This is an optimization exercise on Yosys and OpenROAD, whose aim is small area, a short achievable clock period and few clock cycles, not a production implementation. Function was checked by simulation only, so behaviour that the tests miss may differ from the original. No driver is modelled on the clock port, so clock power and skew are understated where the tree is cut down; a real chip needs a root buffer or a tree. Power and IR drop assume default switching activity.

Setup of v18:
// S_Axi_Lite
module S_Axi_Lite #(
    parameter integer P_S_AXI_DATA_WIDTH = 32,
    parameter integer P_S_AXI_ADDR_WIDTH = 4
)
(
    input  wire                                S_AXI_ACLK,
    input  wire                                S_AXI_ARESETN,
    input  wire [P_S_AXI_ADDR_WIDTH-1 : 0]     S_AXI_AWADDR,
    input  wire [2 : 0]                        S_AXI_AWPROT,
    input  wire                                S_AXI_AWVALID,
    output wire                                S_AXI_AWREADY,
    input  wire [P_S_AXI_DATA_WIDTH-1 : 0]     S_AXI_WDATA,
    input  wire [(P_S_AXI_DATA_WIDTH/8)-1 : 0] S_AXI_WSTRB,
    input  wire                                S_AXI_WVALID,
    output wire                                S_AXI_WREADY,
    output wire [1 : 0]                        S_AXI_BRESP,
    output wire                                S_AXI_BVALID,
    input  wire                                S_AXI_BREADY,
    input  wire [P_S_AXI_ADDR_WIDTH-1 : 0]     S_AXI_ARADDR,
    input  wire [2 : 0]                        S_AXI_ARPROT,
    input  wire                                S_AXI_ARVALID,
    output wire                                S_AXI_ARREADY,
    output wire [P_S_AXI_DATA_WIDTH-1 : 0]     S_AXI_RDATA,
    output wire [1 : 0]                        S_AXI_RRESP,
    output wire                                S_AXI_RVALID,
    input  wire                                S_AXI_RREADY
);
localparam integer DW = P_S_AXI_DATA_WIDTH;
reg       wq_v0;
reg [3:0] wq_h0;
reg [1:0] wq_a1;
reg       r_bvalid, b2;
reg       r_awready, r_wready;
wire wq_v1 = ~r_awready;
wire aw_hs = S_AXI_AWVALID & r_awready;
wire w_hs  = S_AXI_WVALID  & r_wready;
wire b_hs  = r_bvalid      & S_AXI_BREADY;
wire wq_v0_n = wq_v1 | aw_hs | (wq_v0 & ~w_hs);
wire wq_v1_n = ~w_hs & (wq_v1 | (aw_hs & wq_v0));
wire b1_n    = b2 | w_hs | (r_bvalid & ~b_hs);
wire b2_n    = ~b_hs & (b2 | (r_bvalid & w_hs));
  ...
export LEC_CHECK = 0
export CAP_MARGIN = 20
export CORE_MARGIN = 2
export CORE_UTILIZATION = 60
export SETUP_SLACK_MARGIN = 2.45
export SLEW_MARGIN = 20
create_clock -name core_clock -period 4.0 [get_ports {S_AXI_ACLK}]
standard.sh (not shown) runs the stock make flow with config.mk's settings and CLKGATE_MAP_FILE= SYNTH_SCRIPT=/design/flow/synth_recipe.tcl, a recipe that flattens the netlist after the stock synthesis.
==> flow/flow/run.sh <==
#!/bin/bash
# Own layout flow: the standard synthesis (standard.sh synth, unchanged),
# then the gates between the registers re-mapped for area (remap.sh; registers
# untouched, equivalence checked), then the standard layout steps with
# minimum-size port buffers and a balanced two-level clock tree: the clock
# port drives four buf_16, each driving two buf_12, each feeding an equal
# share of the registers, split by recursive bisection (mytree.tcl).
set -euo pipefail
W=$PWD
F=$W/flow
R=$W/orfs/results/sky130hd/S_Axi_Lite/base
mkdir -p "$W/remap"
bash standard.sh synth > "$W/synth.log" 2>&1
cp "$R/1_2_yosys.v" "$W/remap/std_synth.v"
bash "$F/remap.sh" "$W/remap/std_synth.v" "$W/remap/remapped.v" "$W/remap" > "$W/remap.log" 2>&1
cp "$W/remap/remapped.v" "$R/1_2_yosys.v"
rm -f "$R/1_synth.odb" "$R/1_synth.sdc"
export BUFFER_PORTS_ARGS="-buffer_cell sky130_fd_sc_hd__buf_1"
export PRE_CTS_TCL="$F/pre_cts.tcl"
bash standard.sh > "$W/layout.log" 2>&1
==> flow/flow/scripts.abc <==
strash; dch; map -a
strash; dch; amap
strash; dc2; dch; map -a
strash; balance; rewrite; refactor; balance; rewrite -z; rewrite -z; balance; dch; map -a
strash; dch -f; map -a
strash; dch; map -a; strash; dch; amap
strash; dc2; dc2; dch -f; amap
strash; dch -f; amap
strash; dc2; dch -f; map -a
strash; balance; rewrite; refactor; balance; rewrite -z; rewrite -z; balance; dch -f; amap
strash; dc2; dch; amap
strash; dch; amap; strash; dch -f; map -a
Other scripts of this flow, unchanged in this note and not shown: flow/flow/mytree.tcl, flow/flow/pre_cts.tcl, flow/flow/remap.sh
Testbench counts of v18, summed over its fixed seeds: cycles 784.
Setup changes, v18 to v56
- changing SETUP_SLACK_MARGIN from 2.45 to 2.35
diff --git a/flow/flow/scripts.abc b/flow/flow/scripts.abc
--- a/flow/flow/scripts.abc
+++ b/flow/flow/scripts.abc
@@ -12 +12,4 @@
 strash; dch; amap; strash; dch -f; map -a
+strash; collapse; sop; fx; strash; dch; amap
+strash; collapse; sop; fx; strash; balance; dch; amap
+strash; collapse; sop; fx; strash; dch -f; amap
--- outcome ---
Routability-driven placement congestion ratio (v56 vs. v18) increases by more than 10%
Area growth from synthesis to final layout: v18 and v56 compared, higher one is v18
Going from v18 to v56, final HPWL from detailed placement lost 120 um; area after synthesis shows a reduction of 0.60%; clock power share moved up; period utilization +6.0 points.
Compared with v18, v56 shows a area enclosed by the die boundary that is about 0.6% lower.
As of v56, total power consumption of the routed design had fallen by a few percent compared to v18.
Changes observed in v56 relative to v18: core utilization -1.8 points; number of cells produced by synthesis now sits lower; combinational power share -2.0 points.
Modified inputs, v8 compared to v56
==> flow/flow/scripts.abc <==
strash; dch -f; map -a
==> results.txt <==
- Re multi-input logic cell count: v56 was lower than v8.
- When v8 is set beside v56, its share of total power in the clock network turns out to be 0.6 points smaller.
- In the reports for v56 and v8, the larger utilization belongs to v56.
- Compared with v56, v8 shows worst path arrival time lower by 1110 ps.
- Diff v56 -> v8: leakage component of the power lower; area added between synthesis and finish now smaller.
- Looking only at starting utilization of the core area, and setting everything else aside, the lower value of v56 and v8 goes to v56.
- Compared with v56, v8 shows a post-detailed-placement cell area that is 0.93% higher.
- Die outline area: v8 > v56
- NOTE: combinational power in v8 exceeds that of v56
- Every run (v56 and v8) finished clean.
Modified inputs, v27 compared to v8
- SETUP_SLACK_MARGIN: 2.35 -> 2.55
--- outcome ---
- NOTE average vias per placed instance v8->v27 increased by a few percent
- Hold slack of v27 is on par with v8.
- Measured against each other, v27 and v8 differ in switching part of the total power, the higher figure coming from v27.
- In v27, global router's overall resource usage is higher than in v8.
- v27 leaves more setup margin than v8.
- Of the two candidates, v8 has the better power and v27 the worse one.
Relative to v27, the following input files were edited for v41:
- swapping 2.55 for 2.5 in SETUP_SLACK_MARGIN
Results
- Changes observed in v41 relative to v27: total congestion overflow after global routing did not really move; sequential power did not really move; layout-stage area growth over the synthesis result went down; final cell count went down; first-iteration DRC count went down.
- Fmax: v41 below v27
- Side by side, wire length on met2 turned out lower in v41 than in v27.
- v41 vs v27: power per standard cell area up in v41
No run of this note takes its clock network from TritonCTS; it comes from the design's own scripts or RTL.

## re-timing with driven ports
No port has a modelled driver above. Below, the same layouts with a new extraction and two added sets of constraints. Step 1, drivers: a clkbuf_16 drives S_AXI_ACLK and a buf_2 each remaining input, both assumed. Step 2 times the ports against the registers' clock, not the clock port: input delays grow and output delays shrink by t, the midpoint of the rising clock arrivals with the driver on. Three values: no drivers, after step 1, after step 2; two values: the first two.
run	shift t [ns]	setup WS [ns]	latest minus earliest clock arrival (ns)
v18	0.335	2.455 / 2.353 / 2.186	0.010 / 0.010
v56	0.337	2.217 / 2.301 / 1.965	0.014 / 0.015
v8	0.336	2.407 / 2.301 / 2.237	0.012 / 0.013
v27	0.332	2.500 / 2.394 / 2.266	0.006 / 0.006
v41	0.334	2.486 / 2.379 / 2.270	0.009 / 0.009
After both steps every run listed still meets setup and hold. For v18, which loses most, drivers alone change the setup slack by -0.102 ns; drivers and shift together by -0.269 ns.
